Context: an optimization exercise on an open-source flow, tuned for small area. The choices shown serve that exercise and are no tape-out recipe.
At most, simulation tests tie the RTL to the original design; equivalence was not proved.
No activity file was given, so power comes from the tool's default toggle rates.

// bf8b
module bf8b (
    input rst,
    input clk,
    input rx,
    input [31:0] data_in,
    output [31:0] data_out,
    output [29:0] addr,
    output [3:0] wes,
    output tx
);
For scale: roughly 100 I/O pins, roughly 0.041 sq mm of cells after synthesis.
clock: 14.0 ns
lec_check: 0
cap_margin: 20
core_margin: 2
core_utilization: 35
slew_margin: 20
standard.sh (not shown) runs the stock make flow with config.mk's settings and CLKGATE_MAP_FILE= SYNTH_SCRIPT=/design/flow/synth_recipe.tcl, a recipe that flattens the netlist after the stock synthesis.
==> flow/flow/run.sh <==
#!/bin/bash
# The standard layout, with three of its steps tuned for area:
#  - synthesis maps the logic with an area-oriented ABC script (flow/abc_area.script)
#    instead of ORFS's delay-oriented one; everything else in the synthesis is the
#    standard one (synth_recipe.tcl), so the registers are the same;
#  - ports are buffered with buf_2 rather than the resizer's default delay cell;
#  - clock-tree sinks are clustered in larger groups.
set -euo pipefail
here=$(pwd)
{
  echo "proc abc {args} {"
  echo "  set i [lsearch -exact \$args -script]"
  echo "  if {\$i >= 0} { lset args [expr {\$i + 1}] $here/flow/abc_area.script }"
  echo "  yosys abc {*}\$args"
  echo "}"
  cat synth_recipe.tcl
} > area_synth.tcl
sed "s#SYNTH_SCRIPT=[^ ]*#SYNTH_SCRIPT=$here/area_synth.tcl#" standard.sh > area_standard.sh
export BUFFER_PORTS_ARGS="-buffer_cell sky130_fd_sc_hd__buf_2"
export CTS_ARGS="-sink_clustering_enable -repair_clock_nets -sink_clustering_size 24 -sink_clustering_max_diameter 100 -dont_use_dummy_load"
bash area_standard.sh > standard.log 2>&1
==> flow/flow/abc_area.script <==
&get -n
&st
&dch
&nf -R 1000
&put
Edit:
==> flow/flow/abc_area.script (replaced) <==
&get -n
&st
&syn2
&dch
&nf -R 1000
&put
- clock power barely changes
- count of clock-buffer cells in the layout rises by 2
- utilization falls by 0.25 points
- setup slack improves by 0.13 ns
- synthesized area hardly moves
- hold slack degrades by 0.035 ns
- sequential cell count stays the same
- clock skew rises by 0.015 ns
- cell count hardly moves
Edit:
--- a/flow/flow/run.sh
+++ b/flow/flow/run.sh
@@ -5,3 +5,3 @@
 #    standard one (synth_recipe.tcl), so the registers are the same;
-#  - ports are buffered with buf_2 rather than the resizer's default delay cell;
+#  - ports are buffered with buf_1 rather than the resizer's default delay cell;
 #  - clock-tree sinks are clustered in larger groups.
@@ -18,3 +18,3 @@
 sed "s#SYNTH_SCRIPT=[^ ]*#SYNTH_SCRIPT=$here/area_synth.tcl#" standard.sh > area_standard.sh
-export BUFFER_PORTS_ARGS="-buffer_cell sky130_fd_sc_hd__buf_2"
+export BUFFER_PORTS_ARGS="-buffer_cell sky130_fd_sc_hd__buf_1"
 export CTS_ARGS="-sink_clustering_enable -repair_clock_nets -sink_clustering_size 24 -sink_clustering_max_diameter 100 -dont_use_dummy_load"
CORE_UTILIZATION = 55   (was 35)
The changed run passed the timing, design-rule and antenna checks; power fell by 0.84%; register-to-register slack is worse by 0.13 ns; non-clock buffer count rose by 6; final area fell by 1.9%; routed wire length fell by about 2.2%; clock-buffer cell count fell by 3; global-route usage rose by 13 points; sequential cell count stays the same; die area fell by 36%; first-iteration DRC count rose by 5.1%.

== pine ==
Another version of the RTL of bf8b (not shown whole).
Size: roughly 3600 cells after synthesis, about 1300 flip-flops.
==> flow/config.mk <==
export PLATFORM = sky130hd
export DESIGN_NAME = bf8b
export DESIGN_NICKNAME = bf8b
export VERILOG_FILES = /design/flow/design.v
export SDC_FILE = /design/flow/constraint.sdc
export NUM_CORES = 8
export LEC_CHECK = 0
export CAP_MARGIN = 20
export CORE_MARGIN = 2
export CORE_UTILIZATION = 50
export SLEW_MARGIN = 20
==> flow/constraint.sdc <==
create_clock -name core_clock -period 14.0 [get_ports {clk}]
set_input_delay 2.8000 -clock core_clock [delete_from_list [all_inputs] [get_ports {clk}]]
set_output_delay 2.8000 -clock core_clock [all_outputs]
set_load 0.01 [all_outputs]
==> flow/flow/run.sh <==
#!/bin/bash
# The standard layout, with three of its steps tuned for area:
#  - synthesis maps the logic with an area-oriented ABC script (flow/abc_area.script)
#    instead of ORFS's delay-oriented one; everything else in the synthesis is the
#    standard one (synth_recipe.tcl), so the registers are the same;
#  - ports are buffered with buf_1 rather than the resizer's default delay cell;
#  - clock-tree sinks are clustered in larger groups.
set -euo pipefail
here=$(pwd)
{
  echo "proc abc {args} {"
  echo "  set i [lsearch -exact \$args -script]"
  echo "  if {\$i >= 0} { lset args [expr {\$i + 1}] $here/flow/abc_area.script }"
  echo "  yosys abc {*}\$args"
  echo "}"
  cat synth_recipe.tcl
} > area_synth.tcl
sed "s#SYNTH_SCRIPT=[^ ]*#SYNTH_SCRIPT=$here/area_synth.tcl#" standard.sh > area_standard.sh
export BUFFER_PORTS_ARGS="-buffer_cell sky130_fd_sc_hd__buf_1"
export CTS_ARGS="-sink_clustering_enable -repair_clock_nets -buf_list sky130_fd_sc_hd__clkbuf_4 -sink_clustering_size 10 -sink_clustering_max_diameter 40 -dont_use_dummy_load"
bash area_standard.sh > standard.log 2>&1
==> flow/flow/abc_area.script <==
&get -n
&st
&syn2
&dch
&nf -R 1000
&put
pine: done, clean on timing, DRC and antenna
What cedar does differently from pine at the input level:
--- a/flow/flow/run.sh
+++ b/flow/flow/run.sh
@@ -20 +20 @@
-export CTS_ARGS="-sink_clustering_enable -repair_clock_nets -buf_list sky130_fd_sc_hd__clkbuf_4 -sink_clustering_size 10 -sink_clustering_max_diameter 40 -dont_use_dummy_load"
+export CTS_ARGS="-sink_clustering_enable -repair_clock_nets -buf_list sky130_fd_sc_hd__clkbuf_8 -sink_clustering_size 18 -sink_clustering_max_diameter 50 -dont_use_dummy_load"
==> comparison <==
cedar has completed all stages; timing, DRC and antenna checks passed.
Worst path setup slack after routing on cedar is behind pine.
Of cedar and pine, the run reporting the higher routing usage on met3 was pine.
Via count shrinks slightly when moving from pine to cedar.
[compare] base=pine new=cedar: power +about 1.5%, combinational share of power -0.2 points.
Cmp cedar vs pine: relative contribution of the clock network to total power higher in cedar

the baseline:
bf8b, a different RTL version from the one above (not shown whole).
Size in the first run: roughly 1300 flip-flops, about 100 I/O pins, roughly 0.045 mm2 of cells after synthesis.
==> flow/config.mk <==
export PLATFORM = sky130hd
export DESIGN_NAME = bf8b
export DESIGN_NICKNAME = bf8b
export VERILOG_FILES = /design/flow/design.v
export SDC_FILE = /design/flow/constraint.sdc
export NUM_CORES = 8
export LEC_CHECK = 0
export CAP_MARGIN = 20
export CORE_MARGIN = 2
export CORE_UTILIZATION = 35
export CTS_BUF_LIST = sky130_fd_sc_hd__clkbuf_4
export SLEW_MARGIN = 20
==> flow/constraint.sdc <==
create_clock -name core_clock -period 14.0 [get_ports {clk}]
set_input_delay 2.8000 -clock core_clock [delete_from_list [all_inputs] [get_ports {clk}]]
set_output_delay 2.8000 -clock core_clock [all_outputs]
set_load 0.01 [all_outputs]
run.sh (not shown) runs the stock make flow with config.mk's settings and CLKGATE_MAP_FILE= SYNTH_SCRIPT=/design/flow/synth_recipe.tcl, a recipe that flattens the netlist after the stock synthesis.
Stock flow here: none of the scripts above is used.
The baseline went all the way through the flow, and no timing, DRC or antenna check failed.
## Diff of input files: the candidate against the baseline
# the baseline
export LEC_CHECK = 0
export CAP_MARGIN = 20
export CORE_MARGIN = 2
export CORE_UTILIZATION = 35
export CTS_BUF_LIST = sky130_fd_sc_hd__clkbuf_4
export SLEW_MARGIN = 20
create_clock -name core_clock -period 14.0 [get_ports {clk}]
# the candidate
export LEC_CHECK = 0
export CAP_MARGIN = 20
export CORE_MARGIN = 2
export CORE_UTILIZATION = 35
export SLEW_MARGIN = 20
create_clock -name core_clock -period 14.0 [get_ports {clk}]
## What came out
In the metrics for the baseline and the candidate, the one carrying the higher post-layout net count is the baseline.
The candidate vs. the baseline: maximum vdd ir drop went up about 8%, total number of sequential cells saw little to no change, wire length saw a decrease, buffer levels on the longest clock path down 1.
No functional check of the RTL was part of any run of this note.

Another version of the RTL of bf8b (not shown whole).
Size: about 3,700 cells after synthesis, ~100 I/O pins.
export LEC_CHECK = 0
export CAP_MARGIN = 20
export CORE_MARGIN = 2
export CORE_UTILIZATION = 50
export SLEW_MARGIN = 20
create_clock -name core_clock -period 14.0 [get_ports {clk}]
standard.sh (not shown) runs the stock make flow with config.mk's settings and CLKGATE_MAP_FILE= SYNTH_SCRIPT=/design/flow/synth_recipe.tcl, a recipe that flattens the netlist after the stock synthesis.
==> flow/flow/run.sh <==
#!/bin/bash
# The standard layout, with three of its steps tuned for area:
#  - synthesis maps the logic with an area-oriented ABC script (flow/abc_area.script)
#    instead of ORFS's delay-oriented one; everything else in the synthesis is the
#    standard one (synth_recipe.tcl), so the registers are the same;
#  - ports are buffered with buf_1 rather than the resizer's default delay cell;
#  - clock-tree sinks are clustered in larger groups.
set -euo pipefail
here=$(pwd)
{
  echo "proc abc {args} {"
  echo "  set i [lsearch -exact \$args -script]"
  echo "  if {\$i >= 0} { lset args [expr {\$i + 1}] $here/flow/abc_area.script }"
  echo "  yosys abc {*}\$args"
  echo "}"
  cat synth_recipe.tcl
} > area_synth.tcl
sed "s#SYNTH_SCRIPT=[^ ]*#SYNTH_SCRIPT=$here/area_synth.tcl#" standard.sh > area_standard.sh
export BUFFER_PORTS_ARGS="-buffer_cell sky130_fd_sc_hd__buf_1"
export CTS_ARGS="-sink_clustering_enable -repair_clock_nets -buf_list {sky130_fd_sc_hd__clkbuf_4 sky130_fd_sc_hd__clkbuf_8} -sink_clustering_size 10 -sink_clustering_max_diameter 40 -dont_use_dummy_load"
bash area_standard.sh > standard.log 2>&1
Scripts as last shown in full above: flow/flow/abc_area.script
The first run completed with no timing, DRC or antenna violations.
Next try:
--- a/flow/flow/run.sh
+++ b/flow/flow/run.sh
@@ -20 +20 @@
-export CTS_ARGS="-sink_clustering_enable -repair_clock_nets -buf_list {sky130_fd_sc_hd__clkbuf_4 sky130_fd_sc_hd__clkbuf_8} -sink_clustering_size 10 -sink_clustering_max_diameter 40 -dont_use_dummy_load"
+export CTS_ARGS="-sink_clustering_enable -repair_clock_nets -buf_list sky130_fd_sc_hd__clkbuf_8 -sink_clustering_size 16 -sink_clustering_max_diameter 60 -dont_use_dummy_load"
CORE_UTILIZATION = 55   (was 50)
GPL_TIMING_DRIVEN = 0   (was unset)
Worst setup slack degrades by 930 ps.
Register-to-register slack degrades by 710 ps.
Power drops by 7.3%.
Non-clock buffer count climbs by 5.
Routed wire length drops by about 2.3%.
Sequential power hardly moves.
Final area drops by 0.74%.
Maximum frequency drops by about 7%.
Via count climbs by about 0.9%.
Synthesized cell count stays the same.
Die area drops by about 9%.
Next try:
CORE_UTILIZATION = 50   (was 55)
GPL_TIMING_DRIVEN = unset   (was 0)
Result: Worst setup slack gains 860 ps; clock power stays flat; non-clock buffer count decreases by 5; first-iteration DRC count came out lower by 3.7%.
Next try:
--- a/flow/flow/run.sh
+++ b/flow/flow/run.sh
@@ -6 +6 @@
-#  - ports are buffered with buf_1 rather than the resizer's default delay cell;
+#  - ports are buffered with buf_2 rather than the resizer's default delay cell;
@@ -19,2 +19,2 @@
-export BUFFER_PORTS_ARGS="-buffer_cell sky130_fd_sc_hd__buf_1"
-export CTS_ARGS="-sink_clustering_enable -repair_clock_nets -buf_list sky130_fd_sc_hd__clkbuf_8 -sink_clustering_size 16 -sink_clustering_max_diameter 60 -dont_use_dummy_load"
+export BUFFER_PORTS_ARGS="-buffer_cell sky130_fd_sc_hd__buf_2"
+export CTS_ARGS="-sink_clustering_enable -repair_clock_nets -sink_clustering_size 24 -sink_clustering_max_diameter 100 -dont_use_dummy_load"
CORE_UTILIZATION = 35   (was 50)
Outcome: The new run ran to the end with no violations; area after synthesis is unchanged; clock-buffer cell count decreases by 35; hold slack is better by 16 ps; clock skew went down by 110 ps; register-to-register slack improved by 460 ps.
Next try:
--- a/flow/flow/run.sh
+++ b/flow/flow/run.sh
@@ -6 +6 @@
-#  - ports are buffered with buf_2 rather than the resizer's default delay cell;
+#  - ports are buffered with buf_1 rather than the resizer's default delay cell;
@@ -19 +19 @@
-export BUFFER_PORTS_ARGS="-buffer_cell sky130_fd_sc_hd__buf_2"
+export BUFFER_PORTS_ARGS="-buffer_cell sky130_fd_sc_hd__buf_1"
CORE_UTILIZATION = 55   (was 35)
After rerunning:
- core utilization grows by 22 points
- sequential share of layout area grows by 1.2 points
- synthesized cell count is unchanged
- final area shrinks by a few percent
- worst setup slack is worse by 310 ps
- routed wire length grows by a few percent
- register-to-register slack is worse by 510 ps
- worst hold slack is worse by 37 ps
- via count grows by a few percent
- maximum frequency shrinks by a few percent
- sequential cell count does not change
Next try:
--- a/flow/flow/run.sh
+++ b/flow/flow/run.sh
@@ -20 +20 @@
-export CTS_ARGS="-sink_clustering_enable -repair_clock_nets -sink_clustering_size 24 -sink_clustering_max_diameter 100 -dont_use_dummy_load"
+export CTS_ARGS="-sink_clustering_enable -repair_clock_nets -buf_list sky130_fd_sc_hd__clkbuf_8 -sink_clustering_size 16 -sink_clustering_max_diameter 60 -dont_use_dummy_load"
CORE_UTILIZATION = 60   (was 55)
Outcome: Sequential power is about the same. Cell count is lower slightly. Core utilization went up by 4.9 points. Register-to-register slack gains 70 ps. Synthesized area stays the same.

[afterwards: timing with drivers on the ports]
In the flow no input, the clock included, has a driving cell. The finished layouts below were timed again as built, in two steps.
Step 1 assumes that a clkbuf_16 drives the clock port and a buf_2 every other input.
Step 2 times the ports against the registers' clock, not the clock port: input delays grow and output delays shrink by t, the midpoint of the rising clock arrivals with the driver on.
Slacks: ideal ports / drivers / drivers and shift; pairs: ideal ports / drivers.
| run | t (ns) | slack for setup (ns) | hold WS [ns] | clock arrival spread, ns | worst data-port slew with drivers (ns) |
|---|---|---|---|---|---|
| the first run of note 1 | 0.688 | 0.389 / 0.251 / 0.251 | 0.281 / 0.281 / 0.281 | 0.078 / 0.079 | 0.15 |
| the second run of note 1 | 0.699 | 0.520 / 0.487 / 0.487 | 0.246 / 0.246 / 0.246 | 0.094 / 0.094 | 0.14 |
| the third run of note 1 | 0.688 | 0.472 / 0.451 / 0.451 | 0.302 / 0.302 / 0.302 | 0.087 / 0.088 | 0.11 |
| pine | 1.079 | 0.748 / 0.728 / 0.728 | 0.259 / 0.259 / 0.259 | 0.117 / 0.117 | 0.06 |
| cedar | 0.770 | 0.709 / 0.688 / 0.688 | 0.259 / 0.259 / 0.259 | 0.152 / 0.152 | 0.06 |
| the baseline | 1.308 | 0.561 / 0.533 / 0.533 | 0.227 / 0.227 / 0.227 | 0.197 / 0.197 | 0.21 |
| the candidate | 0.815 | 0.425 / 0.398 / 0.398 | 0.297 / 0.297 / 0.297 | 0.062 / 0.063 | 0.20 |
| the first run of note 4 | 0.831 | 1.366 / 1.345 / 1.345 | 0.260 / 0.260 / 0.260 | 0.108 / 0.108 | 0.09 |
| the second run of note 4 | 0.790 | 0.441 / 0.394 / 0.394 | 0.253 / 0.253 / 0.253 | 0.156 / 0.156 | 0.09 |
| the third run of note 4 | 0.758 | 1.304 / 1.281 / 1.281 | 0.270 / 0.270 / 0.270 | 0.176 / 0.177 | 0.08 |
| the fourth run of note 4 | 0.703 | 1.260 / 1.235 / 1.235 | 0.287 / 0.287 / 0.287 | 0.070 / 0.070 | 0.18 |
| the fifth run of note 4 | 0.711 | 0.946 / 0.883 / 0.883 | 0.250 / 0.250 / 0.250 | 0.108 / 0.108 | 0.09 |
| the sixth run of note 4 | 0.801 | 0.898 / 0.869 / 0.869 | 0.252 / 0.252 / 0.252 | 0.120 / 0.121 | 0.14 |
After both steps every run listed still meets setup and hold. For the first run of note 1, which loses most, drivers alone change the setup slack by -0.138 ns; drivers and shift together by -0.138 ns.
